This is an optimization exercise on Yosys and OpenROAD, whose aim is small area, not a production implementation.
In this exercise RTL edits were held to simulation tests only and were not proved equivalent to the original.
No activity file was given, so power comes from the tool's default toggle rates.

**flow/design.v**
```verilog
module dff
  #(parameter [0:0] reset_val_p = 1'b0)
  (input [0:0] clk_i
  ,input [0:0] reset_i  
  ,input [0:0] d_i
  ,input [0:0] en_i
  ,output [0:0] q_o);
   logic [0:0] q_r;
   always_ff @(posedge clk_i) begin
      if(reset_i) begin  
	q_r <= reset_val_p;
      end else if (en_i) begin
	q_r <= d_i;
      end
   end
   assign q_o = q_r;
endmodule
module inv
  (input [0:0] a_i
  ,output [0:0] b_o);
   assign b_o = ~a_i;
endmodule
module mux2
  (input [0:0] a_i
  ,input [0:0] b_i
  ,input [0:0] select_i
  ,output [0:0] c_o);
  logic [0:0] c_l;
  always_comb begin
    c_l = a_i;
    if (select_i) begin
    c_l = b_i;
    end
  end
  assign c_o = c_l;
endmodule
module hex2ssd
  (input [3:0] hex_i
  ,output [6:0] ssd_o
  );
logic [6:0] ssd_l;
always_comb begin
  case (hex_i)
  4'h0 : ssd_l = 7'b1000000;  
  4'h1 : ssd_l = 7'b1111001;  
  4'h2 : ssd_l = 7'b0100100;  
  4'h3 : ssd_l = 7'b0110000;  
  4'h4 : ssd_l = 7'b0011001;  
  4'h5 : ssd_l = 7'b0010010;  
  4'h6 : ssd_l = 7'b0000010;  
  4'h7 : ssd_l = 7'b1111000;  
  4'h8 : ssd_l = 7'b0000000;  
  4'h9 : ssd_l = 7'b0011000;  
  4'hA : ssd_l = 7'b0001000;  
  4'hB : ssd_l = 7'b0000011;  
  4'hC : ssd_l = 7'b1000110;  
  4'hD : ssd_l = 7'b0100001;  
  4'hE : ssd_l = 7'b0000110;  
  4'hF : ssd_l = 7'b0001110;  
  default: ssd_l = 7'b1111111; 
  endcase
end
assign ssd_o = ssd_l;
endmodule
module counter
  #(parameter width_p = 4,
    /*verilator lint_off WIDTHTRUNC*/
    parameter [width_p-1:0] reset_val_p = '0)
    /*verilator lint_on WIDTHTRUNC*/
   (input [0:0] clk_i
   ,input [0:0] reset_i
   ,input [0:0] up_i
   ,input [0:0] down_i
   ,output [width_p-1:0] count_o);
   logic [width_p-1:0] count_l;
  always_ff @(posedge clk_i) begin
    if (reset_i)
      count_l <= reset_val_p;
    else if (up_i && !down_i)
      count_l <= count_l + 1'b1;
    else if (!up_i && down_i)
      count_l <= count_l - 1'b1;
    else
      count_l <= count_l;
  end
  assign count_o = count_l;
endmodule
module counter_sat
  #(parameter width_p = 4,
    /*verilator lint_off WIDTHTRUNC*/
    parameter [width_p-1:0] reset_val_p = '0,
    parameter [width_p-1:0] sat_val_p = '0
    )
    /*verilator lint_on WIDTHTRUNC*/
   (input [0:0] clk_i
   ,input [0:0] reset_i
   ,input [0:0] up_i
   ,input [0:0] down_i
   ,output [width_p-1:0] count_o);
  logic [width_p-1:0] count_l;
  always_ff @(posedge clk_i) begin
    if (reset_i)
      count_l <= reset_val_p;
    else if ((up_i && !down_i) && (count_l != sat_val_p))
      count_l <= count_l + 1'b1;
    else if ((!up_i && down_i) && (count_l != {width_p{1'b0}}))
      count_l <= count_l - 1'b1;
    else
      count_l <= count_l;
  end
  assign count_o = count_l;
endmodule
module debounce
  #(parameter min_delay_p = 4
    )
   (input [0:0] clk_i
   ,input [0:0] reset_i
   ,input [0:0] button_i
   ,output [0:0] button_o);
  wire [$clog2(min_delay_p):0] count_l;
  counter_sat
    #(.width_p($clog2(min_delay_p)+1),
      .reset_val_p(0),
      .sat_val_p(min_delay_p)
    )
  counter_sat_inst (
    .clk_i(clk_i),
    .reset_i(reset_i),
    .up_i(button_i),
    .down_i(~button_i),
    .count_o(count_l)
  );
  assign button_o = (count_l == (($clog2(min_delay_p)+1)'(min_delay_p)));
endmodule
module detect_edge
   (input [0:0] clk_i
   ,input [0:0] reset_i
   ,input [0:0] button_i
   ,output [0:0] button_o
   ,output [0:0] unbutton_o
   );
   logic [0:0] button_l;
   logic [0:0] unbutton_l;
   logic [0:0] prevbutton_l;
   always_ff @(posedge clk_i) begin
      if (reset_i) begin
         prevbutton_l <= 1'b0;
         button_l <= 1'b0;
         unbutton_l <= 1'b0;
      end
      else begin
         button_l <= (button_i && !prevbutton_l);
         unbutton_l <= (!button_i && prevbutton_l);
         prevbutton_l <= button_i;
      end
   end
   assign button_o = button_l;
   assign unbutton_o = unbutton_l;
endmodule
module top
  (input [0:0] clk_12mhz_i
  ,input [0:0] reset_n_async_unsafe_i
  ,input [3:1] button_async_unsafe_i
  ,output [7:0] ssd_o
  ,output [5:1] led_o);
   wire [0:0] reset_n_sync_r;
   wire [0:0] reset_sync_r;
   wire [0:0] reset_r;  
   dff
     #()
   sync_a
     (.clk_i(clk_12mhz_i)
     ,.reset_i(1'b0)
     ,.en_i(1'b1)
     ,.d_i(reset_n_async_unsafe_i)
     ,.q_o(reset_n_sync_r));
   inv
     #()
   inv
     (.a_i(reset_n_sync_r)
     ,.b_o(reset_sync_r));
   dff
     #()
   sync_b
     (.clk_i(clk_12mhz_i)
     ,.reset_i(1'b0)
     ,.en_i(1'b1)
     ,.d_i(reset_sync_r)
     ,.q_o(reset_r));
  wire [21:0] time_count_w;
  counter
    #(.width_p(22))
  counter_time_inst (
    .clk_i(clk_12mhz_i),
    .reset_i(reset_r),
    .up_i(1'b1),
    .down_i(1'b0),
    .count_o(time_count_w)
  );
  wire [0:0] button1_w;
  assign button1_w = button_async_unsafe_i[1];
  wire [0:0] button2_w;
  assign button2_w = button_async_unsafe_i[2];
  wire [0:0] button1_db;
  debounce
    #(.min_delay_p(4))
  debounce_button1_inst (
    .clk_i(clk_12mhz_i),
    .reset_i(reset_r),
    .button_i(button1_w),
    .button_o(button1_db)
  );
  wire [0:0] button2_db;
  debounce
    #(.min_delay_p(4))
  debounce_button2_inst (
    .clk_i(clk_12mhz_i),
    .reset_i(reset_r),
    .button_i(button2_w),
    .button_o(button2_db)
  );
  wire [0:0] button1_edge;
  wire [0:0] button1_unedge;
  detect_edge
    #()
  detect_button1edge_inst (
    .clk_i(clk_12mhz_i),
    .reset_i(reset_r),
    .button_i(button1_db),
    .button_o(button1_edge),
    .unbutton_o(button1_unedge)
  );
  wire [0:0] button2_edge;
  wire [0:0] button2_unedge;
  detect_edge
    #()
  detect_button2edge_inst (
    .clk_i(clk_12mhz_i),
    .reset_i(reset_r),
    .button_i(button2_db),
    .button_o(button2_edge),
    .unbutton_o(button2_unedge)
  );
  wire [7:0] count_w;
  counter
    #(.width_p(8))
  counter_count_inst (
    .clk_i(clk_12mhz_i),
    .reset_i(reset_r),
    .up_i(button1_edge),
    .down_i(button2_edge),
    .count_o(count_w)
  );
  wire [7:0] top8_w;
  assign top8_w = count_w[7:0];
  wire [3:0] tophex_w;
  assign tophex_w = top8_w[7:4];
  wire [3:0] bottomhex_w;
  assign bottomhex_w = top8_w[3:0];
  wire [6:0] topssd_w;
  wire [6:0] bottomssd_w;
  hex2ssd
    #()
  hex2ssd_top_inst (
    .hex_i(tophex_w),
    .ssd_o(topssd_w)
  );
  hex2ssd
    #()
  hex2ssd_bottom_inst (
    .hex_i(bottomhex_w),
    .ssd_o(bottomssd_w)
  );
  wire [13:0] digit_count_w;
  counter
    #(.width_p(14))
  counter_digit_inst (
    .clk_i(clk_12mhz_i),
    .reset_i(reset_r),
    .up_i(1'b1),
    .down_i(1'b0),
    .count_o(digit_count_w)
  );
  wire [0:0] digit_w;
  assign digit_w = digit_count_w[13];
  wire [6:0] ssd_w;
  genvar i;
  generate
    for (i = 0; i < 7; i++) begin : mux
      mux2 
        #()
      mux2_inst (
        .a_i(bottomssd_w[i]),   
        .b_i(topssd_w[i]),      
        .select_i(~digit_w),         
        .c_o(ssd_w[i])         
      );
    end
  endgenerate
  assign ssd_o = {digit_w, ssd_w}; 
  assign led_o = {time_count_w[21], button1_db, digit_count_w[13], button1_unedge, reset_r};
endmodule
```
**flow/config.mk**
```make
export PLATFORM = sky130hd
export DESIGN_NAME = top
export DESIGN_NICKNAME = top
export VERILOG_FILES = /design/flow/design.v
export SDC_FILE = /design/flow/constraint.sdc
export NUM_CORES = 4
export LEC_CHECK = 0
export CAP_MARGIN = 20
export CORE_MARGIN = 2
export CORE_UTILIZATION = 40
export SLEW_MARGIN = 20
```
**flow/run.sh**
```bash
#!/bin/bash
# synth_recipe.tcl (not shown) runs the flow's synth.tcl, then flattens the netlist and writes it again
# the make line also repeats each setting of config.mk as NAME=value (left out here)
make -C /OpenROAD-flow-scripts/flow DESIGN_CONFIG=/design/flow/config.mk WORK_HOME=/design/flow/orfs CLKGATE_MAP_FILE= SYNTH_SCRIPT=/design/flow/synth_recipe.tcl finish
```
**flow/constraint.sdc**
```tcl
create_clock -name core_clock -period 10.0 [get_ports {clk_12mhz_i}]
set_input_delay 2.0000 -clock core_clock [delete_from_list [all_inputs] [get_ports {clk_12mhz_i}]]
set_output_delay 2.0000 -clock core_clock [all_outputs]
set_load 0.01 [all_outputs]
```
==> summary.txt <==
-- power breakdown --
| group | internal, mW | switching (mW) | leakage, nW | total (mW) |
|---|---|---|---|---|
| logic | 0.175 | 0.211 | 0.865 | 0.386 |
| clock network | 0.103 | 0.103 | 0.0894 | 0.206 |
| registers | 0.331 | 0.0295 | 0.578 | 0.361 |
| total | 0.609 | 0.344 | 1.53 | 0.953 |
-- path summary, 6_finish.rpt --
| kind | endpoint | startpoint | cells after the start |
|---|---|---|---|
| min | sync_b.q_r | sync_a.q_r | 1 |
| max | ssd_o[3] | counter_digit_inst.count_l[13] | 2 |
| min reg2reg | sync_b.q_r | sync_a.q_r | 1 |
| max reg2reg | hex2ssd_top_inst.ssd_l[3] | detect_button2edge_inst.button_l | 14 |
-- cell families (layout without fill, tap and decap cells) --
logic type      count (synthesis)  after routing  synth area share (%)
compound gates                 64             64                  11.8
flops                          71             71                  40.3
fa+ha+maj                      23             23                  8.81
simple gates                  136            136                  18.4
xor+xnor                       34             34                  8.45
buf+inv                        50             55                  6.96
mux                            17             17                  5.26
-- critical path, cell delays in order (launching register included) --
cell,delay [ps]
dfxtp_1,650
mux2_2,400
clkdlybuf4s50_1,470
-- layout by cell type (no fill, tap or decap), types with 11 or more instances in the layout --
cell type | netlist | routed
dfxtp_1 | 71 | 70
nor2_1 | 48 | 48
nand2_1 | 27 | 27
xor2_1 | 22 | 22
inv_1 | 20 | 20
ha_1 | 20 | 20
nand3_1 | 19 | 19
clkdlybuf4s50_1 | 0 | 16
a21oi_1 | 14 | 14
xnor2_1 | 12 | 12
o21ai_0 | 12 | 12
clkbuf_8 | 0 | 11
-- area by class of cell --
type                    instances  area (um2)  share of cell area, %
multi-input cells             274        1860                   48.3
flip-flops and latches         71        1420                   37.0
repair buffers                 17         168                   4.36
clock buffers                  13         159                   4.14
well taps                     108         135                   3.52
inverters                      22        82.6                   2.15
clock inverters                 3        17.5                  0.456
-- sequential cells by signal, indices dropped and copies added (netlist names) --
register / cells
detect_button2edge_inst.prevbutton_l: 1
sync_a.q_r: 1
bottomssd_w: 7
counter_digit_inst.count_l: 14
detect_button1edge_inst.button_l: 1
hex2ssd_top_inst.ssd_l: 7
counter_time_inst.count_l: 22
detect_button1edge_inst.unbutton_l: 1
detect_button1edge_inst.prevbutton_l: 1
counter_count_inst.count_l: 8
debounce_button2_inst.counter_sat_inst.count_l: 3
debounce_button1_inst.counter_sat_inst.count_l: 3
detect_button2edge_inst.button_l: 1
sync_b.q_r: 1
-- layer usage --
layer / vias up / track usage [%] / routed length [um]
met3: 7 / 4.22 / 190
li1: 1332 / - / -
met1: 1169 / 16.9 / 2890
met2: 28 / 22.9 / 2890
met4: 0 / 4.70 / 63
met5: - / 0 / 0
-- metrics by stage --
stage          instances  power [mW]
6_report             508       0.953
5_1_grt              508        1.04
4_1_cts              508       0.967
3_5_place_dp         492       0.754
3_3_place_gp         492       0.744
2_1_floorplan        395       0.685
==> reports/qor.csv <==
stage;metric;value;unit
synth;synth-warning-count;8;
clocking;cts_tree;done;
die;die_h;97.9;um
finish;fillCellCount;854;
clocking;cts_buffer_depth;2;
global_routing;grtUsageTotal;13.8;%
clocking;clk_pin_slew_worst_paths;70;ps
worst_setup_path;arrival;1860;ps
synth;synth-seq-cells;71;
finish;final_core_util;44.5;%
worst_setup_path;startpoint_type;flip-flop;
timing;rsz0062_at_grt;no;
clocking;root_buffer;clkbuf_8;
placed_design;post_dp_cell_area;3660;um2
synth;syn_avg_cell_area;8.92;um2
synth;ys_seq_area_share;40.3;%
clocking;postCtsSetupRepairBufs;0;
worst_setup_path;crit_fanout;10;
flow_run;maxCapViolations;0;
worst_setup_path;required;8000;ps
timing;report.final.slew_viol_count;0;
timing;max_slew.worst_pin.slew;654;ps
drt;wirelength;6030;um
placed_design;place_ws;6310;ps
outcome;status;no timing/DRC/antenna violations;
finish;nets;423;
placed_design;gp_congestion;0.771;
global_routing;grt_pass1_vias;2491;
die;die_area;9580;um2
finish;antenna_cells;0;
die;initial_core_util;40.8;%
timing;holdWs;364;ps
timing;tns;0;ps
synth;synthTopCellsByArea;dfxtp_1 (40%), ha_1 (7.1%), xor2_1 (5.5%);
drt;wire_per_inst;11.9;um
synth;synth.most_common_cell;dfxtp_1;
synth;postSynth.asyncResetShare;0;%
synth;yosys.area.top_type;dfxtp_1;
timing;hold_viol_final;0;
timing;timing.fmax;259;MHz
die;pin_count;18;
placed_design;dp_hpwl;4070;um
synth;synthCells;395;
global_routing;grt_pass1_wl;10800;um
clocking;h-tree-depth;3;
finish;drive_gt1_share;7.25;%
drt;final_antenna_net_count;0;
finish;stdcell_area;3840;um2
clocking;cts_resized;0;
synth;syn_area;3520;um2
synth;yosys-top-cells-count;dfxtp_1 (71), nor2_1 (48), nand2_1 (27);
global_routing;grt_max_degree;66;
synth;syn_nets;423;
timing;clock_skew;8.33;ps
timing;slew_headroom;56.4;%
clocking;insertion_delay;340;ps
drt;vias;2536;
drt;firstDrtPassIters;4;
power_and_ir_drop;leakage;1.53;nW
synth;synth_edf_count;0;
global_routing;overflow;0;
power_and_ir_drop;vdd_drop_max;76.9;uV
synth;yosysTopAreaCellShare;40.3;%
timing;setup_viol;0;
worst_setup_path;critPathKind;flip-flop to output port;
finish;area_delta_synth_final;9.02;%
drt;drt_iter0_markers;48;
timing;worst_slack;6140;ps
die;core;8640;um2
clocking;numCtsBuffers;9;
drt;drc;0;
die;fp-row-count;34;
timing;fin_crit_sh;38.6;%
power_and_ir_drop;p_per_area;248;nW/um2
clocking;cts.sinks;71;
worst_setup_path;critPathCaptureType;output port;
clocking;cts_hold_buf;0;
global_routing;antenna_found_initial;0;
synth;synth.distinct_cells;50;
synth;synth_ff_type;dfxtp_1;
worst_setup_path;r2r_slack;6910;ps
die;fp.dieW;97.9;um
hold_path;hp-class;flip-flop to flip-flop;
drt;via_per_inst;4.99;
timing;fin_crit;3860;ps
placed_design;portBuffers;16;
